Source: an optimization exercise on an open RTL-to-GDS flow (aim: small area). Production flows keep margins and buffers that such runs may drop.
In this exercise RTL edits were held to simulation tests only and were not proved equivalent to the original.
The clock cells of this run come from the design's own scripts or RTL, not from TritonCTS.
The flow treats the clock pin as an ideal source. Dropping or thinning the clock tree relies on that and would not hold on a real chip.
Power and IR drop assume default switching activity.

$ cat flow/design.v
module debouncer (SIGNAL_I, CLK_I, RST_I, PRESS_O);
    input  [3:0] SIGNAL_I;
    input        CLK_I;
    input        RST_I;      
    output       PRESS_O;    
    parameter [9:0] CNT_POL = 10'b10_1010_1010;
    reg [9:0] cnt_q0, cnt_q1, cnt_q2, cnt_q3;    
    reg [3:0] sig_out_reg;
    wire [9:0] cnt0 = cnt_q0 ^ CNT_POL;
    wire [9:0] cnt1 = cnt_q1 ^ CNT_POL;
    wire [9:0] cnt2 = cnt_q2 ^ CNT_POL;
    wire [9:0] cnt3 = cnt_q3 ^ CNT_POL;
    wire [3:0] low_zero = {~|cnt3[8:0], ~|cnt2[8:0], ~|cnt1[8:0], ~|cnt0[8:0]};
    wire [3:0] at_max   = {cnt3[9], cnt2[9], cnt1[9], cnt0[9]} & low_zero;
    wire [3:0] clr = {4{RST_I}} | ~(SIGNAL_I ^ sig_out_reg);
    function [9:0] nxt;
        input [9:0] c;
        input       z;
        begin
            nxt = {c[8:0], c[9] ^ c[6] ^ z};
        end
    endfunction
    always @(posedge CLK_I) begin
        cnt_q0 <= (clr[0] ? 10'd0 : nxt(cnt0, low_zero[0])) ^ CNT_POL;
        cnt_q1 <= (clr[1] ? 10'd0 : nxt(cnt1, low_zero[1])) ^ CNT_POL;
        cnt_q2 <= (clr[2] ? 10'd0 : nxt(cnt2, low_zero[2])) ^ CNT_POL;
        cnt_q3 <= (clr[3] ? 10'd0 : nxt(cnt3, low_zero[3])) ^ CNT_POL;
    end
    always @(posedge CLK_I) begin
        if (RST_I) sig_out_reg <= 4'b0000;
        else       sig_out_reg <= sig_out_reg ^ at_max;
    end
    assign PRESS_O = |(at_max & ~sig_out_reg);
endmodule
module UART_TX_CTRL (CLK, RST, E_WRAP, V_LSB, PRESS, UART_TX);
    input  CLK;
    input  RST;       
    input  E_WRAP;    
    input  V_LSB;     
    input  PRESS;     
    output UART_TX;
    parameter [3:0] S_GUARD = 4'd9;
    parameter [3:0] S_WAIT  = 4'd10;
    parameter [3:0] S_PRESS = 4'd11;
    parameter [3:0] S_SEND  = 4'd13;
    parameter [3:0] S_IDLE  = 4'd14;
    parameter [3:0] S_STOP  = 4'd8;
    parameter [6:0] T_LOAD  = 7'd53;    
    parameter [6:0] T_LAST  = 7'd107;   
    parameter [5:0] C_WELCOME = 6'd33;
    parameter [5:0] C_BUTTON  = 6'd7;     
    reg [3:0] slot;
    reg [6:0] tmr;
    reg [5:0] chr;
    wire tmr_end = (tmr == T_LAST);
    wire timed   = (slot < 4'd9) || (slot > 4'd13);    
    wire last    = &chr[4:0];
    always @(posedge CLK) begin
        if (RST) slot <= S_GUARD;
        else case (slot)
            S_GUARD: if (E_WRAP && V_LSB) slot <= S_IDLE;
            S_WAIT:  if (PRESS) slot <= S_PRESS;
            S_STOP:  if (tmr_end) slot <= last ? (PRESS ? S_PRESS : S_WAIT) : S_SEND;
            4'd11, 4'd12, S_SEND: slot <= slot + 4'd1;
            default: if (tmr_end) slot <= slot + 4'd1;
        endcase
    end
    always @(posedge CLK) begin
        if (!timed) tmr <= T_LOAD;
        else        tmr <= {tmr[5:0], tmr[6] ^ tmr[5] ^ tmr_end};
    end
    always @(posedge CLK) begin
        if (slot == S_GUARD)      chr <= C_WELCOME;
        else if (slot == S_PRESS) chr <= C_BUTTON;
        else if (slot == S_SEND)  chr[4:0] <= chr[4:0] + 5'd1;    
    end
    wire rom_bit;
    uart_rom u_rom (.chr(chr), .b(slot[2:0]), .o(rom_bit));
    assign UART_TX = slot[3] ? ~(slot[2] & slot[1] & slot[0]) : rom_bit;
endmodule
module uart_rom(chr, b, o);
  input [5:0] chr;
  wire [5:0] chr;
  input [2:0] b;
  wire [2:0] b;
  output o;
  wire o;
  wire _000_;
  wire _001_;
  wire _002_;
  wire _003_;
  wire _004_;
  wire _005_;
  wire _006_;
  wire _007_;
  wire _008_;
  wire _009_;
  wire _010_;
  wire _011_;
  wire _012_;
  wire _013_;
  wire _014_;
  wire _015_;
  wire _016_;
  wire _017_;
  wire _018_;
  wire _019_;
  wire _020_;
  wire _021_;
  wire _022_;
  wire _023_;
  wire _024_;
  wire _025_;
  wire _026_;
  wire _027_;
  wire _028_;
  wire _029_;
  wire _030_;
  wire _031_;
  wire _032_;
  wire _033_;
  wire _034_;
  wire _035_;
  wire _036_;
  wire _037_;
  wire _038_;
  wire _039_;
  wire _040_;
  wire _041_;
  wire _042_;
  wire _043_;
  wire _044_;
  wire _045_;
  wire _046_;
  wire _047_;
  wire _048_;
  wire _049_;
  wire _050_;
  wire _051_;
  wire _052_;
  wire _053_;
  wire _054_;
  wire _055_;
  wire _056_;
  wire _057_;
  wire _058_;
  wire _059_;
  wire _060_;
  wire _061_;
  wire _062_;
  wire _063_;
  wire _064_;
  wire _065_;
  wire _066_;
  wire _067_;
  wire _068_;
  wire _069_;
  wire _070_;
  wire _071_;
  wire _072_;
  wire _073_;
  wire _074_;
  wire _075_;
  wire _076_;
  wire _077_;
  wire _078_;
  wire _079_;
  wire _080_;
  wire _081_;
  wire _082_;
  wire _083_;
  wire _084_;
  wire _085_;
  wire _086_;
  wire _087_;
  wire _088_;
  wire _089_;
  wire _090_;
  wire _091_;
  wire _092_;
  wire _093_;
  wire _094_;
  wire _095_;
  wire _096_;
  wire _097_;
  wire _098_;
  wire _099_;
  wire _100_;
  wire _101_;
  wire _102_;
  wire _103_;
  wire _104_;
  wire _105_;
  wire _106_;
  wire _107_;
  wire _108_;
  wire _109_;
  wire _110_;
  wire _111_;
  wire _112_;
  wire _113_;
  wire _114_;
  wire _115_;
  wire _116_;
  wire _117_;
  wire _118_;
  wire _119_;
  wire _120_;
  wire _121_;
  wire _122_;
  wire _123_;
  wire _124_;
  wire _125_;
  wire _126_;
  wire _127_;
  wire _128_;
  wire _129_;
  wire _130_;
  wire _131_;
  wire _132_;
  wire _133_;
  wire _134_;
  wire _135_;
  wire _136_;
  wire _137_;
  wire _138_;
  wire _139_;
  wire _140_;
  wire _141_;
  wire _142_;
  wire _143_;
  wire _144_;
  wire _145_;
  wire _146_;
  wire _147_;
  wire _148_;
  wire _149_;
  wire _150_;
  wire _151_;
  wire _152_;
  wire _153_;
  wire _154_;
  wire _155_;
  wire _156_;
  wire _157_;
  wire _158_;
  wire _159_;
  wire _160_;
  wire _161_;
  wire _162_;
  wire _163_;
  wire _164_;
  wire _165_;
  wire _166_;
  wire _167_;
  wire _168_;
  wire _169_;
  wire _170_;
  wire _171_;
  wire _172_;
  wire _173_;
  wire _174_;
  wire _175_;
  wire _176_;
  wire _177_;
  wire _178_;
  wire _179_;
  wire _180_;
  wire _181_;
  wire _182_;
  wire _183_;
  wire _184_;
  wire _185_;
  wire _186_;
  wire _187_;
  wire _188_;
  wire _189_;
  wire _190_;
  wire _191_;
  wire _192_;
  wire _193_;
  wire _194_;
  wire _195_;
  wire _196_;
  wire _197_;
  wire _198_;
  wire _199_;
  wire _200_;
  wire _201_;
  wire _202_;
  wire _203_;
  wire _204_;
  wire _205_;
  wire _206_;
  wire _207_;
  wire _208_;
  wire _209_;
  wire _210_;
  wire _211_;
  wire _212_;
  wire _213_;
  wire _214_;
  wire _215_;
  wire _216_;
  wire _217_;
  wire _218_;
  wire _219_;
  wire _220_;
  wire _221_;
  wire _222_;
  wire _223_;
  wire _224_;
  wire _225_;
  wire _226_;
  wire _227_;
  wire _228_;
  wire _229_;
  wire _230_;
  wire _231_;
  wire _232_;
  wire _233_;
  wire _234_;
  wire _235_;
  wire _236_;
  wire _237_;
  wire _238_;
  wire _239_;
  wire _240_;
  wire _241_;
  wire _242_;
  wire _243_;
  wire _244_;
  wire _245_;
  wire _246_;
  wire _247_;
  wire _248_;
  wire _249_;
  wire _250_;
  wire _251_;
  wire _252_;
  wire _253_;
  wire _254_;
  wire _255_;
  wire _256_;
  wire _257_;
  wire _258_;
  wire _259_;
  wire _260_;
  wire _261_;
  wire _262_;
  wire _263_;
  wire _264_;
  wire _265_;
  wire _266_;
  wire _267_;
  wire _268_;
  wire _269_;
  wire _270_;
  wire _271_;
  wire _272_;
  wire _273_;
  wire _274_;
  wire _275_;
  wire _276_;
  wire _277_;
  wire _278_;
  wire _279_;
  wire _280_;
  wire _281_;
  wire _282_;
  wire _283_;
  wire _284_;
  wire _285_;
  wire _286_;
  wire _287_;
  wire _288_;
  wire _289_;
  wire _290_;
  wire _291_;
  wire _292_;
  wire _293_;
  wire _294_;
  wire _295_;
  wire _296_;
  wire _297_;
  wire _298_;
  wire _299_;
  wire _300_;
  wire _301_;
  wire _302_;
  wire _303_;
  wire _304_;
  wire _305_;
  wire _306_;
  wire _307_;
  wire _308_;
  wire _309_;
  wire _310_;
  wire _311_;
  wire _312_;
  wire _313_;
  wire _314_;
  wire _315_;
  wire _316_;
  wire _317_;
  wire _318_;
  wire _319_;
  wire _320_;
  wire _321_;
  wire _322_;
  wire _323_;
  wire _324_;
  wire _325_;
  wire _326_;
  wire _327_;
  wire _328_;
  wire _329_;
  wire _330_;
  wire _331_;
  wire _332_;
  wire _333_;
  wire _334_;
  wire _335_;
  wire _336_;
  wire _337_;
  wire _338_;
  wire _339_;
  wire _340_;
  wire _341_;
  wire _342_;
  wire _343_;
  wire _344_;
  wire _345_;
  wire _346_;
  wire \_073_.B ;
  wire \_074_.B ;
  wire \_075_.A ;
  wire \_076_.A ;
  wire \_077_.A1 ;
  wire \_077_.A2 ;
  wire \_077_.B2 ;
  wire \_078_.B ;
  wire \_079_.A ;
  wire \_080_.B ;
  wire \_081_.A ;
  wire \_084_.A1 ;
  wire \_084_.A2 ;
  wire \_084_.B1 ;
  wire \_086_.A ;
  wire \_088_.B ;
  wire \_089_.A2 ;
  wire \_089_.B1 ;
  wire \_089_.B2 ;
  wire \_089_.C1 ;
  wire \_090_.B1 ;
  wire \_092_.A ;
  wire \_093_.B ;
  wire \_094_.A1 ;
  wire \_094_.A2 ;
  wire \_095_.A2 ;
  wire \_095_.B1 ;
  wire \_097_.A ;
  wire \_098_.B1 ;
  wire \_099_.A1 ;
  wire \_099_.A2 ;
  wire \_102_.A1 ;
  wire \_102_.A2 ;
  wire \_102_.B1 ;
  wire \_107_.A2 ;
  wire \_107_.C1 ;
  wire \_107_.C2 ;
  wire \_108_.A ;
  wire \_108_.B ;
  wire \_109_.A ;
  wire \_109_.B ;
  wire \_112_.B1 ;
  wire \_112_.B2 ;
  wire \_113_.A2 ;
  wire \_114_.C1 ;
  wire \_114_.C2 ;
  wire \_117_.D1 ;
  wire \_118_.A1 ;
  wire \_118_.A2 ;
  wire \_118_.B1 ;
  wire \_120_.C1 ;
  wire \_122_.C1 ;
  wire \_123_.A2 ;
  wire \_123_.C1 ;
  wire \_123_.D1 ;
  wire \_125_.A2 ;
  wire \_126_.B2 ;
  wire \_128_.B ;
  wire \_129_.B ;
  wire \_130_.B1 ;
  wire \_130_.B2 ;
  wire \_131_.A ;
  wire \_131_.B ;
  wire \_132_.A1 ;
  wire \_132_.A2 ;
  wire \_132_.B1 ;
  assign \_081_.A  = ~chr[2];
  assign \_076_.A  = ~chr[1];
  assign \_078_.B  = ~chr[0];
  assign \_073_.B  = ~chr[3];
  assign \_090_.B1  = ~chr[4];
  assign \_098_.B1  = ~chr[5];
  assign \_074_.B  = ~b[1];
  assign \_077_.A1  = _000_ & _001_;
  assign _000_ = ~chr[1];
  assign _001_ = ~\_073_.B ;
  assign \_075_.A  = _002_ & _003_;
  assign _002_ = ~chr[2];
  assign _003_ = ~\_074_.B ;
  assign \_077_.A2  = ~\_075_.A ;
  assign \_077_.B2  = _004_ & _005_;
  assign _004_ = ~\_076_.A ;
  assign _005_ = ~chr[3];
  assign _014_ = _006_ & _007_;
  assign _015_ = _008_ & _009_;
  assign _016_ = _010_ & _011_;
  assign _017_ = _012_ & _013_;
  assign _018_ = _014_ | _015_;
  assign _019_ = _018_ | _016_;
  assign \_089_.A2  = _019_ | _017_;
  assign _006_ = ~\_077_.A1 ;
  assign _007_ = ~b[1];
  assign _008_ = ~\_077_.A1 ;
  assign _009_ = ~\_077_.B2 ;
  assign _010_ = ~\_077_.A2 ;
  assign _011_ = ~b[1];
  assign _012_ = ~\_077_.A2 ;
  assign _013_ = ~\_077_.B2 ;
  assign \_079_.A  = _020_ & _021_;
  assign _020_ = ~chr[1];
  assign _021_ = ~\_078_.B ;
  assign \_080_.B  = ~\_079_.A ;
  assign _025_ = _022_ & _023_;
  assign \_084_.B1  = _025_ & _024_;
  assign _022_ = ~chr[2];
  assign _023_ = ~\_080_.B ;
  assign _024_ = ~chr[3];
  assign \_084_.A1  = _026_ & _027_;
  assign _026_ = ~\_081_.A ;
  assign _027_ = ~chr[1];
  assign \_113_.A2  = _028_ & _029_;
  assign _028_ = ~chr[0];
  assign _029_ = ~b[1];
  assign _033_ = _030_ & _031_;
  assign \_084_.A2  = _033_ | _032_;
  assign _030_ = ~chr[0];
  assign _031_ = ~b[1];
  assign _032_ = ~chr[5];
  assign _038_ = _034_ & _035_;
  assign _039_ = _036_ & _037_;
  assign \_089_.C1  = _038_ | _039_;
  assign _034_ = ~\_084_.A1 ;
  assign _035_ = ~\_084_.B1 ;
  assign _036_ = ~\_084_.A2 ;
  assign _037_ = ~\_084_.B1 ;
  assign \_086_.A  = _040_ & _041_;
  assign _040_ = ~\_076_.A ;
  assign _041_ = ~\_073_.B ;
  assign \_089_.B1  = ~\_086_.A ;
  assign \_088_.B  = _042_ & _043_;
  assign _042_ = ~\_078_.B ;
  assign _043_ = ~b[1];
  assign \_089_.B2  = _044_ & _045_;
  assign _044_ = ~\_075_.A ;
  assign _045_ = ~\_088_.B ;
  assign _051_ = _046_ & _047_;
  assign _052_ = _048_ & _049_;
  assign _053_ = _051_ | _052_;
  assign \_094_.A1  = _053_ | _050_;
  assign _046_ = ~\_089_.B1 ;
  assign _047_ = ~\_089_.B2 ;
  assign _048_ = ~chr[0];
  assign _049_ = ~\_089_.A2 ;
  assign _050_ = ~\_089_.C1 ;
  assign _057_ = _054_ & _055_;
  assign \_094_.A2  = _057_ | _056_;
  assign _054_ = ~chr[5];
  assign _055_ = ~\_077_.A1 ;
  assign _056_ = ~\_090_.B1 ;
  assign \_092_.A  = _058_ & _059_;
  assign _058_ = ~\_081_.A ;
  assign _059_ = ~\_090_.B1 ;
  assign \_093_.B  = ~\_092_.A ;
  assign \_095_.A2  = _060_ & _061_;
  assign _060_ = ~\_077_.B2 ;
  assign _061_ = ~\_093_.B ;
  assign _066_ = _062_ & _063_;
  assign _067_ = _064_ & _065_;
  assign \_095_.B1  = _066_ | _067_;
  assign _062_ = ~\_094_.A1 ;
  assign _063_ = ~b[2];
  assign _064_ = ~\_094_.A2 ;
  assign _065_ = ~b[2];
  assign _071_ = _068_ & _069_;
  assign \_132_.A1  = _071_ | _070_;
  assign _068_ = ~\_094_.A1 ;
  assign _069_ = ~\_095_.A2 ;
  assign _070_ = ~\_095_.B1 ;
  assign \_097_.A  = _072_ & _073_;
  assign _072_ = ~chr[3];
  assign _073_ = ~chr[4];
  assign \_099_.A1  = ~\_097_.A ;
  assign _078_ = _074_ & _075_;
  assign _079_ = _076_ & _077_;
  assign \_099_.A2  = _078_ | _079_;
  assign _074_ = ~\_081_.A ;
  assign _075_ = ~\_098_.B1 ;
  assign _076_ = ~\_078_.B ;
  assign _077_ = ~\_098_.B1 ;
  assign _080_ = \_099_.A1  & b[2];
  assign _081_ = \_099_.A2  & b[2];
  assign \_102_.B1  = _080_ | _081_;
  assign \_102_.A1  = _082_ & _083_;
  assign _082_ = ~chr[2];
  assign _083_ = ~\_090_.B1 ;
  assign _089_ = _084_ & _085_;
  assign _090_ = _089_ & _086_;
  assign _091_ = _087_ & _088_;
  assign \_102_.A2  = _090_ | _091_;
  assign _084_ = ~\_073_.B ;
  assign _085_ = ~chr[5];
  assign _086_ = ~\_080_.B ;
  assign _087_ = ~chr[3];
  assign _088_ = ~\_079_.A ;
  assign _092_ = \_102_.A1  & \_102_.A2 ;
  assign \_109_.A  = _092_ | \_102_.B1 ;
  assign _096_ = _093_ | _094_;
  assign \_108_.A  = _096_ | _095_;
  assign _093_ = ~chr[3];
  assign _094_ = ~\_093_.B ;
  assign _095_ = ~\_094_.A2 ;
  assign _100_ = _097_ & _098_;
  assign \_107_.C1  = _100_ | _099_;
  assign _097_ = ~\_081_.A ;
  assign _098_ = ~\_076_.A ;
  assign _099_ = ~chr[5];
  assign _105_ = _101_ & _102_;
  assign _106_ = _103_ & _104_;
  assign \_107_.C2  = _105_ | _106_;
  assign _101_ = ~\_078_.B ;
  assign _102_ = ~\_086_.A ;
  assign _103_ = ~\_090_.B1 ;
  assign _104_ = ~\_086_.A ;
  assign \_107_.A2  = _107_ & _108_;
  assign _107_ = ~chr[0];
  assign _108_ = ~\_073_.B ;
  assign _133_ = _109_ & _110_;
  assign _134_ = _133_ & _111_;
  assign _135_ = _112_ & _113_;
  assign _136_ = _135_ & _114_;
  assign _137_ = _115_ & _116_;
  assign _138_ = _137_ & _117_;
  assign _139_ = _118_ & _119_;
  assign _140_ = _139_ & _120_;
  assign _141_ = _121_ & _122_;
  assign _142_ = _141_ & _123_;
  assign _143_ = _124_ & _125_;
  assign _144_ = _143_ & _126_;
  assign _145_ = _127_ & _128_;
  assign _146_ = _145_ & _129_;
  assign _147_ = _130_ & _131_;
  assign _148_ = _147_ & _132_;
  assign _149_ = _134_ | _136_;
  assign _150_ = _149_ | _138_;
  assign _151_ = _150_ | _140_;
  assign _152_ = _151_ | _142_;
  assign _153_ = _152_ | _144_;
  assign _154_ = _153_ | _146_;
  assign \_108_.B  = _154_ | _148_;
  assign _109_ = ~\_084_.A1 ;
  assign _110_ = ~\_079_.A ;
  assign _111_ = ~\_107_.C1 ;
  assign _112_ = ~\_084_.A1 ;
  assign _113_ = ~\_079_.A ;
  assign _114_ = ~\_107_.C2 ;
  assign _115_ = ~\_084_.A1 ;
  assign _116_ = ~\_102_.A1 ;
  assign _117_ = ~\_107_.C1 ;
  assign _118_ = ~\_107_.A2 ;
  assign _119_ = ~\_079_.A ;
  assign _120_ = ~\_107_.C1 ;
  assign _121_ = ~\_084_.A1 ;
  assign _122_ = ~\_102_.A1 ;
  assign _123_ = ~\_107_.C2 ;
  assign _124_ = ~\_107_.A2 ;
  assign _125_ = ~\_079_.A ;
  assign _126_ = ~\_107_.C2 ;
  assign _127_ = ~\_107_.A2 ;
  assign _128_ = ~\_102_.A1 ;
  assign _129_ = ~\_107_.C1 ;
  assign _130_ = ~\_107_.A2 ;
  assign _131_ = ~\_102_.A1 ;
  assign _132_ = ~\_107_.C2 ;
  assign \_109_.B  = _155_ | _156_;
  assign _155_ = ~\_108_.A ;
  assign _156_ = ~\_108_.B ;
  assign _160_ = _157_ | _158_;
  assign \_132_.A2  = _160_ | _159_;
  assign _157_ = ~\_109_.A ;
  assign _158_ = ~\_109_.B ;
  assign _159_ = ~\_074_.B ;
  assign \_112_.B1  = _161_ & _162_;
  assign _161_ = ~\_073_.B ;
  assign _162_ = ~\_090_.B1 ;
  assign \_112_.B2  = _163_ & _164_;
  assign _163_ = ~\_076_.A ;
  assign _164_ = ~\_107_.C1 ;
  assign _169_ = _165_ & _166_;
  assign _170_ = _167_ & _168_;
  assign \_114_.C1  = _169_ | _170_;
  assign _165_ = ~\_112_.B1 ;
  assign _166_ = ~\_112_.B2 ;
  assign _167_ = ~chr[0];
  assign _168_ = ~\_073_.B ;
  assign _174_ = _171_ & _172_;
  assign \_114_.C2  = _174_ | _173_;
  assign _171_ = ~\_076_.A ;
  assign _172_ = ~\_113_.A2 ;
  assign _173_ = ~chr[5];
  assign _199_ = _175_ & _176_;
  assign _200_ = _199_ & _177_;
  assign _201_ = _178_ & _179_;
  assign _202_ = _201_ & _180_;
  assign _203_ = _181_ & _182_;
  assign _204_ = _203_ & _183_;
  assign _205_ = _184_ & _185_;
  assign _206_ = _205_ & _186_;
  assign _207_ = _187_ & _188_;
  assign _208_ = _207_ & _189_;
  assign _209_ = _190_ & _191_;
  assign _210_ = _209_ & _192_;
  assign _211_ = _193_ & _194_;
  assign _212_ = _211_ & _195_;
  assign _213_ = _196_ & _197_;
  assign _214_ = _213_ & _198_;
  assign _215_ = _200_ | _202_;
  assign _216_ = _215_ | _204_;
  assign _217_ = _216_ | _206_;
  assign _218_ = _217_ | _208_;
  assign _219_ = _218_ | _210_;
  assign _220_ = _219_ | _212_;
  assign \_118_.B1  = _220_ | _214_;
  assign _175_ = ~\_081_.A ;
  assign _176_ = ~\_113_.A2 ;
  assign _177_ = ~\_114_.C1 ;
  assign _178_ = ~\_081_.A ;
  assign _179_ = ~\_113_.A2 ;
  assign _180_ = ~\_114_.C2 ;
  assign _181_ = ~\_081_.A ;
  assign _182_ = ~\_102_.A1 ;
  assign _183_ = ~\_114_.C1 ;
  assign _184_ = ~\_079_.A ;
  assign _185_ = ~\_113_.A2 ;
  assign _186_ = ~\_114_.C1 ;
  assign _187_ = ~\_081_.A ;
  assign _188_ = ~\_102_.A1 ;
  assign _189_ = ~\_114_.C2 ;
  assign _190_ = ~\_079_.A ;
  assign _191_ = ~\_113_.A2 ;
  assign _192_ = ~\_114_.C2 ;
  assign _193_ = ~\_079_.A ;
  assign _194_ = ~\_102_.A1 ;
  assign _195_ = ~\_114_.C1 ;
  assign _196_ = ~\_079_.A ;
  assign _197_ = ~\_102_.A1 ;
  assign _198_ = ~\_114_.C2 ;
  assign _227_ = _221_ & _222_;
  assign _228_ = _227_ & _223_;
  assign _229_ = _224_ & _225_;
  assign _230_ = _229_ & _226_;
  assign \_117_.D1  = _228_ | _230_;
  assign _221_ = ~chr[1];
  assign _222_ = ~chr[3];
  assign _223_ = ~\_079_.A ;
  assign _224_ = ~\_077_.A2 ;
  assign _225_ = ~chr[3];
  assign _226_ = ~\_079_.A ;
  assign \_118_.A1  = _231_ | _232_;
  assign _231_ = ~\_077_.A2 ;
  assign _232_ = ~\_086_.A ;
  assign _241_ = _233_ & _234_;
  assign _242_ = _241_ & _235_;
  assign _243_ = _242_ & _236_;
  assign _244_ = _237_ & _238_;
  assign _245_ = _244_ & _239_;
  assign _246_ = _245_ & _240_;
  assign \_118_.A2  = _243_ | _246_;
  assign _233_ = ~chr[2];
  assign _234_ = ~chr[5];
  assign _235_ = ~\_097_.A ;
  assign _236_ = ~\_117_.D1 ;
  assign _237_ = ~\_088_.B ;
  assign _238_ = ~chr[5];
  assign _239_ = ~\_097_.A ;
  assign _240_ = ~\_117_.D1 ;
  assign _253_ = _247_ & _248_;
  assign _254_ = _249_ & _250_;
  assign _255_ = _251_ & _252_;
  assign _256_ = _253_ | _254_;
  assign \_123_.D1  = _256_ | _255_;
  assign _247_ = ~\_118_.A1 ;
  assign _248_ = ~\_118_.B1 ;
  assign _249_ = ~\_118_.A2 ;
  assign _250_ = ~\_118_.B1 ;
  assign _251_ = ~\_109_.B ;
  assign _252_ = ~\_118_.B1 ;
  assign \_120_.C1  = _257_ | _258_;
  assign _257_ = ~chr[2];
  assign _258_ = ~\_113_.A2 ;
  assign _263_ = _259_ & _260_;
  assign _264_ = _263_ | _261_;
  assign \_123_.A2  = _264_ | _262_;
  assign _259_ = ~\_074_.B ;
  assign _260_ = ~\_080_.B ;
  assign _261_ = ~\_107_.C1 ;
  assign _262_ = ~\_120_.C1 ;
  assign _269_ = _265_ & _266_;
  assign _270_ = _267_ & _268_;
  assign \_122_.C1  = _269_ | _270_;
  assign _265_ = ~chr[0];
  assign _266_ = ~\_076_.A ;
  assign _267_ = ~b[1];
  assign _268_ = ~\_076_.A ;
  assign _277_ = _271_ & _272_;
  assign _278_ = _277_ & _273_;
  assign _279_ = _274_ & _275_;
  assign _280_ = _279_ & _276_;
  assign \_123_.C1  = _278_ | _280_;
  assign _271_ = ~b[1];
  assign _272_ = ~\_099_.A1 ;
  assign _273_ = ~\_122_.C1 ;
  assign _274_ = ~\_079_.A ;
  assign _275_ = ~\_099_.A1 ;
  assign _276_ = ~\_122_.C1 ;
  assign _289_ = _281_ & _282_;
  assign _290_ = _289_ & _283_;
  assign _291_ = _290_ & _284_;
  assign _292_ = _285_ & _286_;
  assign _293_ = _292_ & _287_;
  assign _294_ = _293_ & _288_;
  assign \_131_.A  = _291_ | _294_;
  assign _281_ = ~\_112_.B1 ;
  assign _282_ = ~b[2];
  assign _283_ = ~\_123_.C1 ;
  assign _284_ = ~\_123_.D1 ;
  assign _285_ = ~\_123_.A2 ;
  assign _286_ = ~b[2];
  assign _287_ = ~\_123_.C1 ;
  assign _288_ = ~\_123_.D1 ;
  assign \_125_.A2  = _295_ & _296_;
  assign _295_ = ~\_077_.A1 ;
  assign _296_ = ~\_077_.B2 ;
  assign _301_ = _297_ & _298_;
  assign _302_ = _299_ & _300_;
  assign \_126_.B2  = _301_ | _302_;
  assign _297_ = ~chr[2];
  assign _298_ = ~\_077_.A1 ;
  assign _299_ = ~\_074_.B ;
  assign _300_ = ~\_125_.A2 ;
  assign _303_ = b[1] & chr[0];
  assign _304_ = _303_ & \_098_.B1 ;
  assign _305_ = \_089_.C1  & chr[0];
  assign _306_ = _305_ & \_098_.B1 ;
  assign _307_ = b[1] & \_126_.B2 ;
  assign _308_ = _307_ & \_098_.B1 ;
  assign _309_ = \_089_.C1  & \_126_.B2 ;
  assign _310_ = _309_ & \_098_.B1 ;
  assign _311_ = _304_ | _306_;
  assign _312_ = _311_ | _308_;
  assign \_130_.B1  = _312_ | _310_;
  assign \_128_.B  = _313_ & _314_;
  assign _313_ = ~\_092_.A ;
  assign _314_ = ~\_107_.A2 ;
  assign \_129_.B  = _315_ & _316_;
  assign _315_ = ~b[1];
  assign _316_ = ~\_128_.B ;
  assign _321_ = _317_ & _318_;
  assign _322_ = _321_ & _319_;
  assign \_130_.B2  = _322_ & _320_;
  assign _317_ = ~\_112_.B1 ;
  assign _318_ = ~\_129_.B ;
  assign _319_ = ~\_109_.B ;
  assign _320_ = ~\_084_.B1 ;
  assign _323_ = \_075_.A  & \_130_.B1 ;
  assign _324_ = _323_ & \_102_.B1 ;
  assign _325_ = \_114_.C1  & \_130_.B1 ;
  assign _326_ = _325_ & \_102_.B1 ;
  assign _327_ = \_075_.A  & \_130_.B2 ;
  assign _328_ = _327_ & \_102_.B1 ;
  assign _329_ = \_114_.C1  & \_130_.B2 ;
  assign _330_ = _329_ & \_102_.B1 ;
  assign _331_ = _324_ | _326_;
  assign _332_ = _331_ | _328_;
  assign \_131_.B  = _332_ | _330_;
  assign _336_ = _333_ & _334_;
  assign \_132_.B1  = _336_ & _335_;
  assign _333_ = ~\_131_.A ;
  assign _334_ = ~\_131_.B ;
  assign _335_ = ~b[0];
  assign _343_ = _337_ & _338_;
  assign _344_ = _339_ & _340_;
  assign _345_ = _341_ & _342_;
  assign _346_ = _343_ | _344_;
  assign o = _346_ | _345_;
  assign _337_ = ~\_132_.A1 ;
  assign _338_ = ~\_132_.B1 ;
  assign _339_ = ~\_132_.A2 ;
  assign _340_ = ~\_132_.B1 ;
  assign _341_ = ~b[0];
  assign _342_ = ~\_132_.B1 ;
endmodule
module RGB_controller (GCLK, RST, E_WRAP, V_LSB, RED_O, GREEN_O, BLUE_O);
    input  GCLK;
    input  RST;         
    output E_WRAP;
    output V_LSB;
    output RED_O, GREEN_O, BLUE_O;
    parameter [10:0] E_START = 11'd614;     
    parameter [10:0] E_LAST  = 11'd1228;    
    parameter [10:0] E_POL   = 11'b010_1010_1010;
    reg [7:0]  wcnt;
    reg [10:0] ecnt_q;
    reg [8:0]  vcnt;
    wire [10:0] ecnt = ecnt_q ^ E_POL;
    assign E_WRAP = (ecnt == E_LAST);
    assign V_LSB  = vcnt[0];
    always @(posedge GCLK) begin
        if (RST) wcnt <= 8'hFF;
        else     wcnt <= wcnt + 8'd1;
    end
    always @(posedge GCLK) begin
        if (RST) ecnt_q <= E_START ^ E_POL;
        else     ecnt_q <= {ecnt[9:0], ecnt[10] ^ ecnt[8] ^ E_WRAP} ^ E_POL;
    end
    wire v_carry = E_WRAP & (&vcnt[6:0]);
    always @(posedge GCLK) begin
        if (RST) vcnt <= 9'd0;
        else begin
            vcnt[6:0] <= vcnt[6:0] + {6'd0, E_WRAP};
            if (v_carry) vcnt[8:7] <= {vcnt[7], ~vcnt[8] & ~vcnt[7]};
        end
    end
    wire inc_on = ~wcnt[7] & (vcnt[6:0] > wcnt[6:0]);
    wire dec_on = ~wcnt[7] & (~vcnt[6:0] > wcnt[6:0]);
    reg red, green, blue;
    always @(*) begin
        case (vcnt[8:7])
            2'b00:   begin red = inc_on; green = dec_on; blue = 1'b0;   end
            2'b01:   begin red = dec_on; green = 1'b0;   blue = inc_on; end
            default: begin red = 1'b0;   green = inc_on; blue = dec_on; end
        endcase
    end
    assign RED_O   = red;
    assign GREEN_O = green;
    assign BLUE_O  = blue;
endmodule
module GPIO_demo (
    SW, BTN, CLK, RST, LED, UART_TXD,
    RGB0_Red, RGB0_Green, RGB0_Blue,
    RGB1_Red, RGB1_Green, RGB1_Blue,
    RGB2_Red, RGB2_Green, RGB2_Blue,
    RGB3_Red, RGB3_Green, RGB3_Blue
);
    input  [3:0] SW;
    input  [3:0] BTN;
    input        CLK;
    input        RST;    
    output [3:0] LED;
    output       UART_TXD;
    output       RGB0_Red, RGB0_Green, RGB0_Blue;
    output       RGB1_Red, RGB1_Green, RGB1_Blue;
    output       RGB2_Red, RGB2_Green, RGB2_Blue;
    output       RGB3_Red, RGB3_Green, RGB3_Blue;
    assign LED = SW;
    wire press;      
    debouncer Inst_btn_debounce (
        .SIGNAL_I (BTN),
        .CLK_I    (CLK),
        .RST_I    (RST),
        .PRESS_O  (press)
    );
    wire pwm_red, pwm_green, pwm_blue;
    wire e_wrap;     
    wire v_lsb;      
    RGB_controller RGB_Core (
        .GCLK    (CLK),
        .RST     (RST),
        .E_WRAP  (e_wrap),
        .V_LSB   (v_lsb),
        .RED_O   (pwm_red),
        .GREEN_O (pwm_green),
        .BLUE_O  (pwm_blue)
    );
    assign RGB0_Red = pwm_red;  assign RGB0_Blue = pwm_green;  assign RGB0_Green = pwm_blue;
    assign RGB1_Red = pwm_red;  assign RGB1_Blue = pwm_green;  assign RGB1_Green = pwm_blue;
    assign RGB2_Red = pwm_red;  assign RGB2_Blue = pwm_green;  assign RGB2_Green = pwm_blue;
    assign RGB3_Red = pwm_red;  assign RGB3_Blue = pwm_green;  assign RGB3_Green = pwm_blue;
    UART_TX_CTRL u_uart_tx_ctrl (
        .CLK     (CLK),
        .RST     (RST),
        .E_WRAP  (e_wrap),
        .V_LSB   (v_lsb),
        .PRESS   (press),
        .UART_TX (UART_TXD)
    );
endmodule
$ cat flow/flow/run.sh
#!/bin/bash
# Layout flow: the standard synthesis, then a stronger ABC re-mapping of the
# combinational logic (registers are kept as they are: same names, same cells),
# then the standard ORFS flow from floorplan to finish, with smaller port buffers
# and clock tree settings from flow/cts_args.txt or flow/manual_cts.tcl.
# Each tool's full output goes to a log file of its own in the work folder.
set -euo pipefail
WORK=$(pwd)
RES=$WORK/orfs/results/$FLOW_PLATFORM/GPIO_demo/base
SEEDS="${REOPT_SEEDS:-1 2 3 4 5 6 7 8}"
DEEP_T="${REOPT_T:-150}"

bash standard.sh synth > $WORK/log_1_standard_synth.txt 2>&1

cp $RES/1_2_yosys.v $RES/1_2_yosys_standard.v
# several ABC runs with different seeds in parallel; keep the smallest result
for s in $SEEDS; do
  sed -e "s/@T@/$DEEP_T/" -e "s/@S@/$s/" $WORK/flow/deep.script.in > $WORK/deep_$s.script
  REOPT_IN=$RES/1_2_yosys_standard.v REOPT_OUT=$WORK/reopt_$s.v \
    REOPT_SCRIPT=$WORK/deep_$s.script \
    yosys -c $WORK/flow/reopt.tcl > $WORK/log_2_reopt_seed$s.txt 2>&1 &
done
wait
best=""; best_area=""
for s in $SEEDS; do
  [[ -f $WORK/reopt_$s.v.stat.txt ]] || continue
  a=$(awk '/Chip area/ {print $NF}' $WORK/reopt_$s.v.stat.txt)
  echo "seed $s area $a" >> $WORK/log_2_reopt_choice.txt
  if [[ -z "$best" ]] || awk -v a=$a -v b=$best_area 'BEGIN {exit !(a < b)}'; then best=$s; best_area=$a; fi
done
echo "chosen seed $best area $best_area" >> $WORK/log_2_reopt_choice.txt
cp $WORK/reopt_$best.v $RES/1_2_yosys.v

export BUFFER_PORTS_ARGS="-buffer_cell sky130_fd_sc_hd__buf_1"
if [[ -f $WORK/flow/cts_args.txt ]]; then
  export CTS_ARGS="$(cat $WORK/flow/cts_args.txt)"
fi
# flow/manual_cts.tcl, if present, replaces TritonCTS with a fixed buffer grid
# (settings in flow/manual_cts.env)
if [[ -f $WORK/flow/manual_cts.tcl ]]; then
  export PRE_CTS_TCL=$WORK/flow/manual_cts.tcl
  set -a; source $WORK/flow/manual_cts.env; set +a
fi
bash standard.sh finish > $WORK/log_3_standard_finish.txt 2>&1
$ cat flow/flow/deep.script.in
strash
&get -n
&deepsyn -T @T@ -S @S@
&put
dch -f
amap
$ cat flow/flow/manual_cts.env
MANUAL_CTS_GRIDS="3x3 4x2 2x4 3x4 4x3"
MANUAL_CTS_CELL=sky130_fd_sc_hd__clkbuf_4
MANUAL_CTS_ROOT=sky130_fd_sc_hd__clkbuf_4
MANUAL_CTS_SLEW_PS=100
MANUAL_CTS_UPSIZE="sky130_fd_sc_hd__clkbuf_8 sky130_fd_sc_hd__clkbuf_16"
$ cat flow/flow/manual_cts.tcl

proc mcts_env {name default} {
  if {[info exists ::env($name)] && $::env($name) ne ""} { return $::env($name) }
  return $default
}

proc mcts_area {cell} {
  return [get_property [lindex [get_lib_cells */$cell] 0] area]
}

# build one tree; returns {area insts nets}
proc mcts_build {gx gy} {
  set cell [mcts_env MANUAL_CTS_CELL sky130_fd_sc_hd__clkbuf_4]
  set rcell [mcts_env MANUAL_CTS_ROOT $cell]
  set limit [mcts_env MANUAL_CTS_SLEW_PS 100]
  set sizes [mcts_env MANUAL_CTS_UPSIZE "sky130_fd_sc_hd__clkbuf_8 sky130_fd_sc_hd__clkbuf_16"]
  set iters [mcts_env MANUAL_CTS_KMEANS 10]
  set block [ord::get_db_block]
  set db [ord::get_db]
  set master [$db findMaster $cell]
  set clknet [[$block findBTerm CLK] getNet]
  set insts {}; set nets {}
  set sinks {}
  foreach it [$clknet getITerms] {
    set bb [[$it getInst] getBBox]
    lappend sinks [list [expr {([$bb xMin] + [$bb xMax]) / 2}] [expr {([$bb yMin] + [$bb yMax]) / 2}] $it]
  }
  set sinks [lsort -integer -index 0 $sinks]
  set n [llength $sinks]
  set drv $clknet
  if {$gx * $gy > 4} {
    set root [odb::dbInst_create $block [$db findMaster $rcell] "clkbuf_manual_root"]
    set drv [odb::dbNet_create $block "clknet_manual_root"]
    $drv setSigType CLOCK
    lappend insts $root; lappend nets $drv
    [$root findITerm A] connect $clknet
    [$root findITerm X] connect $drv
    set sx 0; set sy 0
    foreach s $sinks { set sx [expr {$sx + [lindex $s 0]}]; set sy [expr {$sy + [lindex $s 1]}] }
    $root setLocation [expr {$sx / $n}] [expr {$sy / $n}]
    $root setPlacementStatus PLACED
  }
  set groups {}
  for {set i 0} {$i < $gx} {incr i} {
    set strip [lsort -integer -index 1 [lrange $sinks [expr {$i * $n / $gx}] [expr {($i + 1) * $n / $gx - 1}]]]
    set m [llength $strip]
    for {set j 0} {$j < $gy} {incr j} {
      lappend groups [lrange $strip [expr {$j * $m / $gy}] [expr {($j + 1) * $m / $gy - 1}]]
    }
  }
  for {set it 0} {$it < $iters} {incr it} {
    set cents {}
    foreach grp $groups {
      if {[llength $grp] == 0} continue
      set sx 0; set sy 0
      foreach s $grp { set sx [expr {$sx + [lindex $s 0]}]; set sy [expr {$sy + [lindex $s 1]}] }
      lappend cents [list [expr {$sx / [llength $grp]}] [expr {$sy / [llength $grp]}]]
    }
    set groups {}
    foreach c $cents { lappend groups {} }
    foreach s $sinks {
      set best 0; set bd -1
      for {set k 0} {$k < [llength $cents]} {incr k} {
        set c [lindex $cents $k]
        set d [expr {abs([lindex $s 0] - [lindex $c 0]) + abs([lindex $s 1] - [lindex $c 1])}]
        if {$bd < 0 || $d < $bd} { set bd $d; set best $k }
      }
      lset groups $best [concat [lindex $groups $best] [list $s]]
    }
  }
  set leaves {}
  set g 0
  foreach grp $groups {
    if {[llength $grp] == 0} continue
    set buf [odb::dbInst_create $block $master "clkbuf_manual_$g"]
    set net [odb::dbNet_create $block "clknet_manual_$g"]
    $net setSigType CLOCK
    lappend insts $buf; lappend nets $net; lappend leaves $buf
    set sx 0; set sy 0
    foreach s $grp {
      set it [lindex $s 2]
      $it disconnect
      $it connect $net
      set sx [expr {$sx + [lindex $s 0]}]; set sy [expr {$sy + [lindex $s 1]}]
    }
    [$buf findITerm A] connect $drv
    [$buf findITerm X] connect $net
    set k [llength $grp]
    $buf setLocation [expr {$sx / $k}] [expr {$sy / $k}]
    $buf setPlacementStatus PLACED
    incr g
  }
  set_propagated_clock [all_clocks]
  set worst_all 0
  foreach next [concat $sizes {{}}] {
    estimate_parasitics -placement
    set worst_all 0
    foreach inst $leaves {
      set worst 0
      foreach it [[[$inst findITerm X] getNet] getITerms] {
        if {[$it getIoType] eq "INPUT"} {
          set pin [get_pins [[$it getInst] getName]/[[$it getMTerm] getName]]
          set sl [expr {[get_property $pin slew_max] * 1000.0}]
          if {$sl > $worst} { set worst $sl }
        }
      }
      if {$worst > $worst_all} { set worst_all $worst }
      if {$worst > $limit && $next ne ""} {
        $inst swapMaster [$db findMaster $next]
      }
    }
  }
  set area 0
  foreach inst $insts { set area [expr {$area + [mcts_area [[$inst getMaster] getName]]}] }
  # a tree still over the limit after all upsizing counts as unusable
  if {$worst_all > $limit} { set area [expr {$area + 1e6}] }
  puts "manual CTS: grid ${gx}x${gy}: [llength $leaves] leaves, buffer area $area um2, worst clock-pin slew $worst_all ps (estimate)"
  return [list $area $insts $nets]
}

proc mcts_undo {insts nets} {
  set block [ord::get_db_block]
  set clknet [[$block findBTerm CLK] getNet]
  foreach net $nets {
    foreach it [$net getITerms] {
      set inst [$it getInst]
      if {[lsearch -exact $insts $inst] >= 0} continue
      $it disconnect
      $it connect $clknet
    }
  }
  foreach inst $insts { odb::dbInst_destroy $inst }
  foreach net $nets { odb::dbNet_destroy $net }
}

proc clock_tree_synthesis {args} {
  set grids [mcts_env MANUAL_CTS_GRIDS "3x3"]
  set best ""; set best_area 0
  foreach gr $grids {
    lassign [split $gr x] gx gy
    lassign [mcts_build $gx $gy] area insts nets
    if {$best eq "" || $area < $best_area} { set best $gr; set best_area $area }
    mcts_undo $insts $nets
  }
  puts "manual CTS: chosen grid $best"
  lassign [split $best x] gx gy
  mcts_build $gx $gy
  estimate_parasitics -placement
}
$ cat flow/flow/reopt.tcl
# Re-map the combinational logic of the standard synthesis netlist with a
# stronger ABC script. Flip-flop cells stay as they are (same names, same cells).
yosys -import
set lib $::env(FLOW_HOME)/platforms/$::env(FLOW_PLATFORM)/lib/sky130_fd_sc_hd__tt_025C_1v80.lib
set top $::env(FLOW_TOP)

read_liberty -ignore_miss_func $lib
blackbox sky130_fd_sc_hd__df* sky130_fd_sc_hd__edf* sky130_fd_sc_hd__sdf* sky130_fd_sc_hd__dl*
read_verilog $::env(REOPT_IN)
hierarchy -top $top
flatten
opt -purge
tee -o $::env(REOPT_OUT).before_stat.txt stat
abc -script $::env(REOPT_SCRIPT) -liberty $lib \
  -dont_use sky130_fd_sc_hd__lpflow_* -dont_use sky130_fd_sc_hd__probe* \
  -dont_use sky130_fd_sc_hd__clkdly* -dont_use sky130_fd_sc_hd__dlygate* \
  -dont_use sky130_fd_sc_hd__dlymetal* -dont_use sky130_fd_sc_hd__clkbuf* \
  -dont_use sky130_fd_sc_hd__clkinv*
read_liberty -lib -overwrite $lib
hierarchy -top $top
opt_clean -purge
hilomap -singleton -hicell sky130_fd_sc_hd__conb_1 HI -locell sky130_fd_sc_hd__conb_1 LO
insbuf -buf sky130_fd_sc_hd__buf_4 A X
splitnets
opt_clean -purge
check -assert -mapped
tee -o $::env(REOPT_OUT).stat.txt stat -liberty $lib
write_verilog -noattr -nohex -nodec $::env(REOPT_OUT)
$ cat flow/standard.sh
#!/bin/bash
# synth_recipe.tcl (not shown) runs the flow's synth.tcl, then flattens the netlist and writes it again
# the make line also repeats each setting of config.mk as NAME=value (left out here)
make -C /OpenROAD-flow-scripts/flow DESIGN_CONFIG=/design/flow/config.mk WORK_HOME=/design/flow/orfs CLKGATE_MAP_FILE= SYNTH_SCRIPT=/design/flow/synth_recipe.tcl "${@:-finish}"
$ cat flow/config.mk
export PLATFORM = sky130hd
export DESIGN_NAME = GPIO_demo
export DESIGN_NICKNAME = GPIO_demo
export VERILOG_FILES = /design/flow/design.v
export SDC_FILE = /design/flow/constraint.sdc
export NUM_CORES = 4
export LEC_CHECK = 0
export CAP_MARGIN = 20
export CORE_MARGIN = 2
export CORE_UTILIZATION = 65
export PLACE_DENSITY = 0.8
export SLEW_MARGIN = 20
$ cat flow/constraint.sdc
create_clock -name core_clock -period 10.0 [get_ports {CLK}]
set_input_delay 2.0000 -clock core_clock [delete_from_list [all_inputs] [get_ports {CLK}]]
set_output_delay 2.0000 -clock core_clock [all_outputs]
set_load 0.01 [all_outputs]
==> notes.md <==
## through the flow
step | instances | setup slack [ps] | hold slack (ps) | cell area [um^2] | power (mW)
2_1_floorplan | 422 | 5880 | 353 | 3470 | 0.610
3_3_place_gp | 498 | 5500 | 358 | 3540 | 0.670
3_5_place_dp | 498 | 5570 | 364 | 3540 | 0.665
4_1_cts | 508 | 5070 | 380 | 3640 | 0.830
5_1_grt | 508 | 4850 | 381 | 3640 | 0.885
6_report | 508 | 4980 | 379 | 3640 | 0.830
## cell type report
type | instances | area share (%)
flip-flops and latches | 89 | 49.0
multi-input cells | 284 | 40.1
inverters | 36 | 3.72
plain buffers | 10 | 2.75
well taps | 70 | 2.41
repair buffers | 19 | 2.06
## report_power, final
| group | switching, mW | internal, mW | total [mW] | leakage, nW |
|---|---|---|---|---|
| clock network | 0.102 | 0.0630 | 0.165 | 0.0564 |
| registers | 0.0414 | 0.389 | 0.430 | 0.728 |
| logic | 0.149 | 0.0871 | 0.236 | 0.627 |
## critical path, delay by kind of cell (launching register included)
| kind | cells | cell delay, ps |
|---|---|---|
| buffers and inverters | 2 | 350 |
| and+or+nand+nor | 2 | 290 |
| AOI/OAI and AO/OA | 5 | 1500 |
| DFF | 1 | 460 |
## how the worst min path moves through the flow
stage,from,to,slack (ps),cells past startpoint
6_report,Inst_btn_debounce.cnt_q3[0],Inst_btn_debounce.cnt_q3[1],380,1
5_1_grt,RGB_Core.ecnt_q[5],RGB_Core.ecnt_q[6],380,1
4_1_cts,RGB_Core.ecnt_q[5],RGB_Core.ecnt_q[6],380,1
3_5_place_dp,Inst_btn_debounce.cnt_q3[8],Inst_btn_debounce.cnt_q3[9],360,1
3_3_place_gp,Inst_btn_debounce.cnt_q3[4],Inst_btn_debounce.cnt_q3[5],360,1
2_1_floorplan,Inst_btn_debounce.cnt_q3[2],Inst_btn_debounce.cnt_q3[3],350,1
## metal layers
metal | routed length [um] | vias to the layer above | share of wire (%)
li1 | - | 1480 | -
met1 | 3040 | 1331 | 45
met2 | 3210 | 89 | 47
met3 | 328 | 28 | 4.9
met4 | 182 | 0 | 2.7
met5 | 0 | - | 0
==> impl_metrics.env <==
export IMPL_n_antenna_cell=0
export IMPL_area_growth_pct=4.76
export IMPL_grt_busiest_layer="met2"
export IMPL_power_leakage_nw=1.41
export IMPL_cp_start_kind="flip-flop"
export IMPL_ir_worst_vdd_mv=0.149
export IMPL_die_area_um2=5940
export IMPL_run_status="complete, no violations"
export IMPL_final_cell_mix="89 x dfxtp_1, 86 x nor2_1, 52 x nand2_1, 36 x inv_1, 26 x o21ai_0"
export IMPL_pin_count=27
export IMPL_timing_worst_setup_path_type="flip-flop to primary output"
export IMPL_fin_setup_tns_ps=0
export IMPL_use_met2_pct=41.1
export IMPL_drc=0
export IMPL_cp_required_ps=8000
export IMPL_fmax_ghz=0.199
export IMPL_cpMaxStageDelayCell="a2111oi_0"
export IMPL_multi_input_area_um2=1460
export IMPL_grt_antenna_before_repair=0
export IMPL_r2r_slack_ps=7200
export IMPL_final_util_pct=70.7
export IMPL_avgSynthCellArea_um2=8.22
export IMPL_worst_slew_pin_transition_ps=925
export IMPL_firstDrtPassIters=6
export IMPL_path_max_fanout=7
export IMPL_grt_ovfl_total=0
export IMPL_top_register="RGB_Core.ecnt_q"
export IMPL_hold_path_class="flip-flop to flip-flop"
export IMPL_routed_wl_um=6750
export IMPL_ctsResizeCount=0
export IMPL_worst_r2r_path_depth=10
export IMPL_critPathCaptureType="primary output"
export IMPL_num_rows=26
export IMPL_hpwl_um=4880
export IMPL_drt_iter0_drc=272
export IMPL_final_common_cell="dfxtp_1"
export IMPL_syn_nets=432
export IMPL_fin_crit_sh_pct=50.2
export IMPL_use_met3_pct=2.12
export IMPL_globalplace_congestion=0.954
export IMPL_worstSetupEndpoint="UART_TXD"
export IMPL_die_w_um=77.1
export IMPL_io_buffers=18
export IMPL_max_cap_violations=0
export IMPL_routedWlPerCell_um=13.3
export IMPL_rsz0062_at_grt="false"
export IMPL_report_final_hold_viol_count=0
export IMPL_finalSetupViolCount=0
export IMPL_first_global_vias=2731
export IMPL_syn_instance_count=422
export IMPL_cp_startpoint="u_uart_tx_ctrl.chr[3]"
export IMPL_cpMostUsedCell="nor2_1"
export IMPL_yosysWarnings=3
export IMPL_drive_above_1_share_pct=2.51
export IMPL_grt_pass1_wl_um=11900
export IMPL_nNetsFinal=450
export IMPL_initial_core_util_pct=67.5
export IMPL_drtAntennaViolNets=0
export IMPL_netlist_area_um2=3470
export IMPL_power_density_nw_per_um2=228
export IMPL_regArea_um2=1780
export IMPL_final_setup_skew_ps=30.3
export IMPL_arrival_ps=3020
export IMPL_fin_crit_ps=5020
export IMPL_grt_max_degree=25
export IMPL_maxSlewHeadroom_pct=36.7
export IMPL_rr_endpoint="RGB_Core.vcnt[8]"
export IMPL_grt_use_total_pct=23.3
export IMPL_largest_reg_flops=11
export IMPL_die_h_um=77.1
export IMPL_clk_latency_ps=450
export IMPL_vias=2928
export IMPL_worstPathCellList="inv_1 > nor2_1 > nor2_1 > a2111oi_0 > o211ai_1 > a21oi_1 > o21ai_0 > a32oi_1 > buf_1"
export IMPL_grt_use_met1_pct=31.0
export IMPL_cts_hold_buf=0
export IMPL_num_fill_cells=410
export IMPL_post_cts_buffers=0
export IMPL_path_clk_slew_ps=70
export IMPL_max_stage_delay_ps=850
export IMPL_via_per_inst=5.76
export IMPL_slew_viol_final=0
export IMPL_r2r_start="RGB_Core.ecnt_q[4]"
export IMPL_coreArea_um2=5140

==> what the ideal ports hide <==
Ports are ideal in the flow. The routed layout listed here was re-timed in OpenROAD. Step 1, drivers: a clkbuf_16 drives CLK and a buf_2 each remaining input, both assumed. Step 2, shift: input delay + t, output delay - t, t = (earliest + latest rising clock arrival at the registers) / 2. This alone moves slack from input paths to output paths. Slacks: ideal / step 1 / step 2; pairs: ideal / step 1.
t, ns: 0.455
slack for setup (ns): 4.984 / 4.961 / 5.416
worst hold slack (ns): 0.379 / 0.379 / 0.379
worst setup path after step 2: register to output
worst register clock-pin slew, ns: 0.10 / 0.10
After both steps this run still meets setup and hold. For this run, drivers alone change the setup slack by -0.023 ns; drivers and shift together by +0.432 ns.
